This is an optimization exercise on Yosys and OpenROAD, whose aim is small area, not a production implementation.

==> inputs of job 7523 <==
==> flow/design.v <==
module cacc_lane(
  input         clk,
  input  [21:0] data,
  input  [33:0] op,
  input         mask,
  input         rv,
  input  [4:0]  tq,      
  input  [29:0] smask,   
  input         f0,      
  input         f1,
  input         f2,
  output        ns,      
  output [33:0] res
);
  wire [34:0] sum = {{13{data[21]}}, data} + {op[33] & rv, op & {34{rv}}};
  wire        ovf = sum[34] ^ sum[33];
  wire [33:0] sat = ovf ? {sum[34], {33{~sum[34]}}} : sum[33:0];
  reg  [33:0] r1;
  always @(posedge clk) r1 <= mask ? sat : 34'h0;
  wire        sign = r1[33];
  wire [34:0] z = $signed({r1, 1'b0}) >>> tq;
  wire        guide = z[0];
  wire [31:0] sft = z[32:1];
  wire        sticky = |(r1[29:0] & smask);
  wire        point5 = guide & (~sign | sticky);
  wire        ones = &r1[31:1];
  assign ns = f0 & ((r1[32] ^ sign) | (r1[31] ^ sign)) |
              f1 & ((r1[32] ^ sign) | (~sign & ones & r1[0])) |
              f2 & (~sign & ones & r1[32]);
  wire [31:0] fin = ns ? {sign, {31{~sign}}} : sft + {31'h0, point5};
  reg  [33:0] r2, r3;
  always @(posedge clk) begin
    r2 <= {r1[33:32], fin};
    r3 <= r2;
  end
  assign res = r3;
endmodule
module NV_soDLA_CACC_calculator_gate(
  input           io_nvdla_core_clk,
  input           io_nvdla_core_rstn,
  input  [1087:0] io_abuf_rd_data,
  output          io_abuf_wr_addr_valid,
  output [5:0]    io_abuf_wr_addr_bits,
  output [1087:0] io_abuf_wr_data,
  output          io_dlv_valid,
  output          io_dlv_mask,
  output [1023:0] io_dlv_data,
  output [1:0]    io_dlv_pd,
  input           io_accu_ctrl_valid,
  input  [12:0]   io_accu_ctrl_pd,
  input           io_accu_ctrl_ram_valid,
  input  [4:0]    io_cfg_truncate,
  input  [21:0]   io_mac_a2accu_data_0,
  input  [21:0]   io_mac_a2accu_data_1,
  input  [21:0]   io_mac_a2accu_data_2,
  input  [21:0]   io_mac_a2accu_data_3,
  input  [21:0]   io_mac_a2accu_data_4,
  input  [21:0]   io_mac_a2accu_data_5,
  input  [21:0]   io_mac_a2accu_data_6,
  input  [21:0]   io_mac_a2accu_data_7,
  input  [21:0]   io_mac_a2accu_data_8,
  input  [21:0]   io_mac_a2accu_data_9,
  input  [21:0]   io_mac_a2accu_data_10,
  input  [21:0]   io_mac_a2accu_data_11,
  input  [21:0]   io_mac_a2accu_data_12,
  input  [21:0]   io_mac_a2accu_data_13,
  input  [21:0]   io_mac_a2accu_data_14,
  input  [21:0]   io_mac_a2accu_data_15,
  input  [15:0]   io_mac_a2accu_mask,
  input           io_mac_a2accu_pvld,
  input  [21:0]   io_mac_b2accu_data_0,
  input  [21:0]   io_mac_b2accu_data_1,
  input  [21:0]   io_mac_b2accu_data_2,
  input  [21:0]   io_mac_b2accu_data_3,
  input  [21:0]   io_mac_b2accu_data_4,
  input  [21:0]   io_mac_b2accu_data_5,
  input  [21:0]   io_mac_b2accu_data_6,
  input  [21:0]   io_mac_b2accu_data_7,
  input  [21:0]   io_mac_b2accu_data_8,
  input  [21:0]   io_mac_b2accu_data_9,
  input  [21:0]   io_mac_b2accu_data_10,
  input  [21:0]   io_mac_b2accu_data_11,
  input  [21:0]   io_mac_b2accu_data_12,
  input  [21:0]   io_mac_b2accu_data_13,
  input  [21:0]   io_mac_b2accu_data_14,
  input  [21:0]   io_mac_b2accu_data_15,
  input  [15:0]   io_mac_b2accu_mask,
  input           io_mac_b2accu_pvld,
  output [31:0]   io_dp2reg_sat_count
);
  wire clk = io_nvdla_core_clk;
  wire rst = ~io_nvdla_core_rstn;
  reg  [5:0] pd_addr;
  reg        pd_stripe, pd_chend, pd_layer;
  always @(posedge clk) begin
    if (rst) begin
      pd_addr <= 6'h0; pd_stripe <= 1'b0; pd_chend <= 1'b0; pd_layer <= 1'b0;
    end else if (io_accu_ctrl_valid) begin
      pd_addr <= io_accu_ctrl_pd[5:0];
      pd_stripe <= io_accu_ctrl_pd[9];
      pd_chend <= io_accu_ctrl_pd[10];
      pd_layer <= io_accu_ctrl_pd[11];
    end
  end
  reg pv1, pv2, calc_valid;
  always @(posedge clk) begin
    pv1 <= io_mac_a2accu_pvld | io_mac_b2accu_pvld;
    pv2 <= pv1;
    calc_valid <= pv2;
  end
  reg wr1, wr2, wr3, dl1, dl2, dl3;
  always @(posedge clk) begin
    if (rst) begin
      wr1 <= 1'b0; wr2 <= 1'b0; wr3 <= 1'b0; dl1 <= 1'b0; dl2 <= 1'b0; dl3 <= 1'b0;
    end else begin
      wr1 <= calc_valid & ~pd_chend; wr2 <= wr1; wr3 <= wr2;
      dl1 <= calc_valid & pd_chend; dl2 <= dl1; dl3 <= dl2;
    end
  end
  reg [5:0] addr1, addr2, addr3;
  reg [1:0] pe1, pe2, pe3;
  always @(posedge clk) begin
    addr1 <= pd_addr; addr2 <= addr1;
    pe1 <= {pd_layer, pd_stripe}; pe2 <= pe1;
    if (rst) begin
      addr3 <= 6'h0; pe3 <= 2'h0;
    end else begin
      if (wr2) addr3 <= addr2;
      if (dl2) pe3 <= pe2;
    end
  end
  assign io_abuf_wr_addr_valid = wr3;
  assign io_abuf_wr_addr_bits = addr3;
  assign io_dlv_valid = dl3;
  assign io_dlv_mask = dl3;
  assign io_dlv_pd = pe3;
  wire [4:0] t = io_cfg_truncate;
  wire [4:0] tq = dl1 ? t : 5'h0;
  wire f0 = dl1 & (t == 5'd0);
  wire f1 = dl1 & (t == 5'd1);
  wire f2 = dl1 & (t == 5'd2);
  wire [29:0] smask;
  genvar j;
  generate
    for (j = 0; j < 30; j = j + 1) begin : g_sm
      assign smask[j] = ({1'b0, t} >= j + 2) && ({1'b0, t} <= j + 16);
    end
  endgenerate
  wire [351:0] adata = {io_mac_a2accu_data_15, io_mac_a2accu_data_14, io_mac_a2accu_data_13, io_mac_a2accu_data_12, io_mac_a2accu_data_11, io_mac_a2accu_data_10, io_mac_a2accu_data_9, io_mac_a2accu_data_8, io_mac_a2accu_data_7, io_mac_a2accu_data_6, io_mac_a2accu_data_5, io_mac_a2accu_data_4, io_mac_a2accu_data_3, io_mac_a2accu_data_2, io_mac_a2accu_data_1, io_mac_a2accu_data_0};
  wire [351:0] bdata = {io_mac_b2accu_data_15, io_mac_b2accu_data_14, io_mac_b2accu_data_13, io_mac_b2accu_data_12, io_mac_b2accu_data_11, io_mac_b2accu_data_10, io_mac_b2accu_data_9, io_mac_b2accu_data_8, io_mac_b2accu_data_7, io_mac_b2accu_data_6, io_mac_b2accu_data_5, io_mac_b2accu_data_4, io_mac_b2accu_data_3, io_mac_b2accu_data_2, io_mac_b2accu_data_1, io_mac_b2accu_data_0};
  wire [703:0] ldata = {bdata, adata};
  wire [31:0]  lmask = {io_mac_b2accu_mask, io_mac_a2accu_mask};
  wire [31:0]  lns;
  genvar k;
  generate
    for (k = 0; k < 32; k = k + 1) begin : g_lane
      wire [33:0] res;
      cacc_lane u (
        .clk(clk), .data(ldata[22*k +: 22]), .op(io_abuf_rd_data[34*k +: 34]),
        .mask(lmask[k]), .rv(io_accu_ctrl_ram_valid), .tq(tq), .smask(smask),
        .f0(f0), .f1(f1), .f2(f2), .ns(lns[k]), .res(res));
      assign io_abuf_wr_data[34*k +: 34] = res;
      assign io_dlv_data[32*k +: 32] = res[31:0];
    end
  endgenerate
  wire [5:0] n1 = $countones(lns);
  reg  [5:0] n2, n3;
  always @(posedge clk) begin
    n2 <= n1;
    n3 <= n2;
  end
  reg end_d1, clr3;
  reg [31:0] sat_count;
  wire end_now = &pe2;
  wire [32:0] sat_inc = {1'b0, sat_count} + {27'h0, n3};
  always @(posedge clk) begin
    if (rst) begin
      end_d1 <= 1'b1; clr3 <= 1'b0; sat_count <= 32'h0;
    end else begin
      if (dl2) end_d1 <= end_now;
      clr3 <= dl2 & ~end_now & end_d1;
      if (dl3 & ((n3 != 6'h0) | clr3))
        sat_count <= clr3 ? {26'h0, n3} : sat_inc[32] ? 32'hffffffff : sat_inc[31:0];
    end
  end
  assign io_dp2reg_sat_count = sat_count;
endmodule
==> flow/run.sh <==
#!/bin/bash
# synth_recipe.tcl (not shown) runs the flow's synth.tcl, then flattens the netlist and writes it again
# the make line also repeats each setting of config.mk as NAME=value (left out here)
make -C /OpenROAD-flow-scripts/flow DESIGN_CONFIG=/design/flow/config.mk WORK_HOME=/design/flow/orfs CLKGATE_MAP_FILE= SYNTH_SCRIPT=/design/flow/synth_recipe.tcl finish
==> flow/config.mk <==
export PLATFORM = sky130hd
export DESIGN_NAME = NV_soDLA_CACC_calculator_gate
export DESIGN_NICKNAME = NV_soDLA_CACC_calculator_gate
export VERILOG_FILES = /design/flow/design.v
export SDC_FILE = /design/flow/constraint.sdc
export NUM_CORES = 8
export LEC_CHECK = 0
export CAP_MARGIN = 20
export CORE_AREA = 4 4 1396 1396
export DIE_AREA = 0 0 1400 1400
export PLACE_DENSITY = 0.3
export SLEW_MARGIN = 20
==> flow/constraint.sdc <==
create_clock -name core_clock -period 10.0 [get_ports {io_nvdla_core_clk}]
set_input_delay 2.0000 -clock core_clock [delete_from_list [all_inputs] [get_ports {io_nvdla_core_clk}]]
set_output_delay 2.0000 -clock core_clock [all_outputs]
set_load 0.01 [all_outputs]
==> job 6197: changes against job 7523 <==
--- a/flow/design.v
+++ b/flow/design.v
@@ -4,6 +4,8 @@
   input  [33:0] op,
   input         mask,
   input         rv,
+  input         sel1,    
+  input         sel2,    
   input  [4:0]  tq,      
   input  [29:0] smask,   
   input         f0,      
@@ -12,27 +14,78 @@
   output        ns,      
   output [33:0] res
 );
-  wire [34:0] sum = {{13{data[21]}}, data} + {op[33] & rv, op & {34{rv}}};
+  genvar i;
+  wire [33:0] b = op & {34{rv}};
+  wire [10:0] sa;
+  wire [11:0] ca;
+  assign ca[0] = 1'b0;
+  generate for (i = 0; i < 11; i = i + 1) begin : g_a
+    assign sa[i] = data[i] ^ b[i] ^ ca[i];
+    assign ca[i+1] = (data[i] & b[i]) | (ca[i] & (data[i] ^ b[i]));
+  end endgenerate
+  wire [10:0] sb;
+  wire [11:0] cb;
+  assign cb[0] = 1'b0;
+  generate for (i = 0; i < 11; i = i + 1) begin : g_b
+    assign sb[i] = data[11+i] ^ b[11+i] ^ cb[i];
+    assign cb[i+1] = (data[11+i] & b[11+i]) | (cb[i] & (data[11+i] ^ b[11+i]));
+  end endgenerate
+  wire [12:0] u = {b[33], b[33:22]};
+  wire [12:0] sc;
+  wire [13:0] zc;    
+  assign zc[0] = 1'b1;
+  generate for (i = 0; i < 13; i = i + 1) begin : g_c
+    assign sc[i] = u[i] ^ (data[21] & zc[i]);
+    assign zc[i+1] = zc[i] & ~u[i];
+  end endgenerate
+  reg [10:0] r_sa, r_sb;
+  reg        r_ca, r_cb, r_m;
+  reg [12:0] r_sc;
+  always @(posedge clk) begin
+    r_sa <= sa; r_ca <= ca[11];
+    r_sb <= sb; r_cb <= cb[11];
+    r_sc <= sc; r_m <= mask;
+  end
+  wire [10:0] mb;
+  wire [11:0] cm;
+  assign cm[0] = r_ca;
+  generate for (i = 0; i < 11; i = i + 1) begin : g_mb
+    assign mb[i] = r_sb[i] ^ cm[i];
+    assign cm[i+1] = r_sb[i] & cm[i];
+  end endgenerate
+  wire c22 = r_cb | cm[11];
+  wire [12:0] mc;
+  wire [13:0] oc;    
+  assign oc[0] = 1'b1;
+  generate for (i = 0; i < 13; i = i + 1) begin : g_mc
+    assign mc[i] = r_sc[i] ^ (c22 & oc[i]);
+    assign oc[i+1] = oc[i] & r_sc[i];
+  end endgenerate
+  wire [34:0] sum = {mc, mb, r_sa};
   wire        ovf = sum[34] ^ sum[33];
-  wire [33:0] sat = ovf ? {sum[34], {33{~sum[34]}}} : sum[33:0];
-  reg  [33:0] r1;
-  always @(posedge clk) r1 <= mask ? sat : 34'h0;
-  wire        sign = r1[33];
-  wire [34:0] z = $signed({r1, 1'b0}) >>> tq;
+  wire [33:0] s = r_m ? (ovf ? {sum[34], {33{~sum[34]}}} : sum[33:0]) : 34'h0;
+  wire        sign = s[33];
+  wire [34:0] z = $signed({s, 1'b0}) >>> tq;
   wire        guide = z[0];
-  wire [31:0] sft = z[32:1];
-  wire        sticky = |(r1[29:0] & smask);
+  wire        sticky = |(s[29:0] & smask);
   wire        point5 = guide & (~sign | sticky);
-  wire        ones = &r1[31:1];
-  assign ns = f0 & ((r1[32] ^ sign) | (r1[31] ^ sign)) |
-              f1 & ((r1[32] ^ sign) | (~sign & ones & r1[0])) |
-              f2 & (~sign & ones & r1[32]);
-  wire [31:0] fin = ns ? {sign, {31{~sign}}} : sft + {31'h0, point5};
-  reg  [33:0] r2, r3;
-  always @(posedge clk) begin
-    r2 <= {r1[33:32], fin};
-    r3 <= r2;
-  end
+  wire        ones = &s[31:1];
+  assign ns = f0 & ((s[32] ^ sign) | (s[31] ^ sign)) |
+              f1 & ((s[32] ^ sign) | (~sign & ones & s[0])) |
+              f2 & (~sign & ones & s[32]);
+  reg [33:0] r2;
+  always @(posedge clk)
+    r2 <= {sign, sel1 ? point5 & ~ns : s[32], ns ? {sign, {31{~sign}}} : z[32:1]};
+  wire        p5 = sel2 & r2[32];
+  wire [31:0] fin;
+  wire [32:0] ci;
+  assign ci[0] = p5;
+  generate for (i = 0; i < 32; i = i + 1) begin : g_inc
+    assign fin[i] = r2[i] ^ ci[i];
+    assign ci[i+1] = r2[i] & ci[i];
+  end endgenerate
+  reg [33:0] r3;
+  always @(posedge clk) r3 <= {r2[33:32], fin};
   assign res = r3;
 endmodule
 module NV_soDLA_CACC_calculator_gate(
@@ -157,7 +210,7 @@
       wire [33:0] res;
       cacc_lane u (
         .clk(clk), .data(ldata[22*k +: 22]), .op(io_abuf_rd_data[34*k +: 34]),
-        .mask(lmask[k]), .rv(io_accu_ctrl_ram_valid), .tq(tq), .smask(smask),
+        .mask(lmask[k]), .rv(io_accu_ctrl_ram_valid), .sel1(dl1), .sel2(dl2), .tq(tq), .smask(smask),
         .f0(f0), .f1(f1), .f2(f2), .ns(lns[k]), .res(res));
       assign io_abuf_wr_data[34*k +: 34] = res;
       assign io_dlv_data[32*k +: 32] = res[31:0];
==> flow/flow/run.sh (new file) <==
#!/bin/bash
# Standard layout, with the smallest buffer on the ports.
set -o pipefail
cp standard.sh standard.sh.txt
export BUFFER_PORTS_ARGS="-buffer_cell sky130_fd_sc_hd__buf_1"
bash standard.sh > standard.log 2>&1
==> flow/standard.sh (new file) <==
#!/bin/bash
# synth_recipe.tcl (not shown) runs the flow's synth.tcl, then flattens the netlist and writes it again
# the make line also repeats each setting of config.mk as NAME=value (left out here)
make -C /OpenROAD-flow-scripts/flow DESIGN_CONFIG=/design/flow/config.mk WORK_HOME=/design/flow/orfs CLKGATE_MAP_FILE= SYNTH_SCRIPT=/design/flow/synth_recipe.tcl "${@:-finish}"
Settings changed: ABC_AREA from default to 1.
removed: flow/run.sh
==> notes.md <==
| Step | Parameter | Value |
|---|---|---|
| run status | Violated checks | antenna rules, capacitance limit, slew limit |
| worst hold path | End point of the most critical hold path | g_lane[13].u.r3[31] |
| timing | Final number of max-transition violations | 3 |
| run status | Run status | failed layout checks |
| finish | Area occupied by multi-input gates | 183000 um2 |
| job | Max-capacitance violation count | 1 |
| drt | First drt pass iteration count | 10 |
| worst setup path | Launch point of the worst path | io_cfg_truncate[0] |
| drt | Post-route ant nets | 1 |
[end of results for job 7523]
==> notes.md <==
| Step | Parameter | Value |
|---|---|---|
| run status | Violated checks | antenna rules |
| timing | Final number of max-transition violations | 0 |
| drt | Post-route ant nets | 2 |
| run status | Run status | failed layout checks |
| worst setup path | Launch point of the worst path | g_lane[9].u.r_ca |
| worst hold path | End point of the most critical hold path | g_lane[24].u.r3[32] |
[end of results for job 6197]
No run of this note included a check of the RTL's function; only the layout flow was run.

re-timing with driven ports:
The results above use ideal ports. As a check the final layouts listed here were re-extracted and re-timed, cells and wires unchanged.
Step 1 assumes that a clkbuf_16 drives the clock port and a buf_2 every other input.
Step 2 adds t to the input delays and takes it off the output delays; t is the mean of the earliest and latest rising clock arrival at the registers after step 1. Input paths then give back, and output paths get back, about the clock's delay inside the block.
Slacks: ideal ports / drivers / drivers and shift; pairs: ideal ports / drivers.
run | t, ns | setup WS [ns] | worst setup path after step 2 | worst register clock-pin slew, ns | worst slew at a driven data input, ns
job 7523 | 1.299 | 1.459 / 1.485 / 0.186 | input to register | 0.10 / 0.10 | 1.00
job 6197 | 1.421 | 0.535 / 0.535 / 0.535 | register to register | 0.09 / 0.09 | 0.83
For job 7523, which loses most, drivers alone change the setup slack by +0.026 ns; drivers and shift together by -1.273 ns.
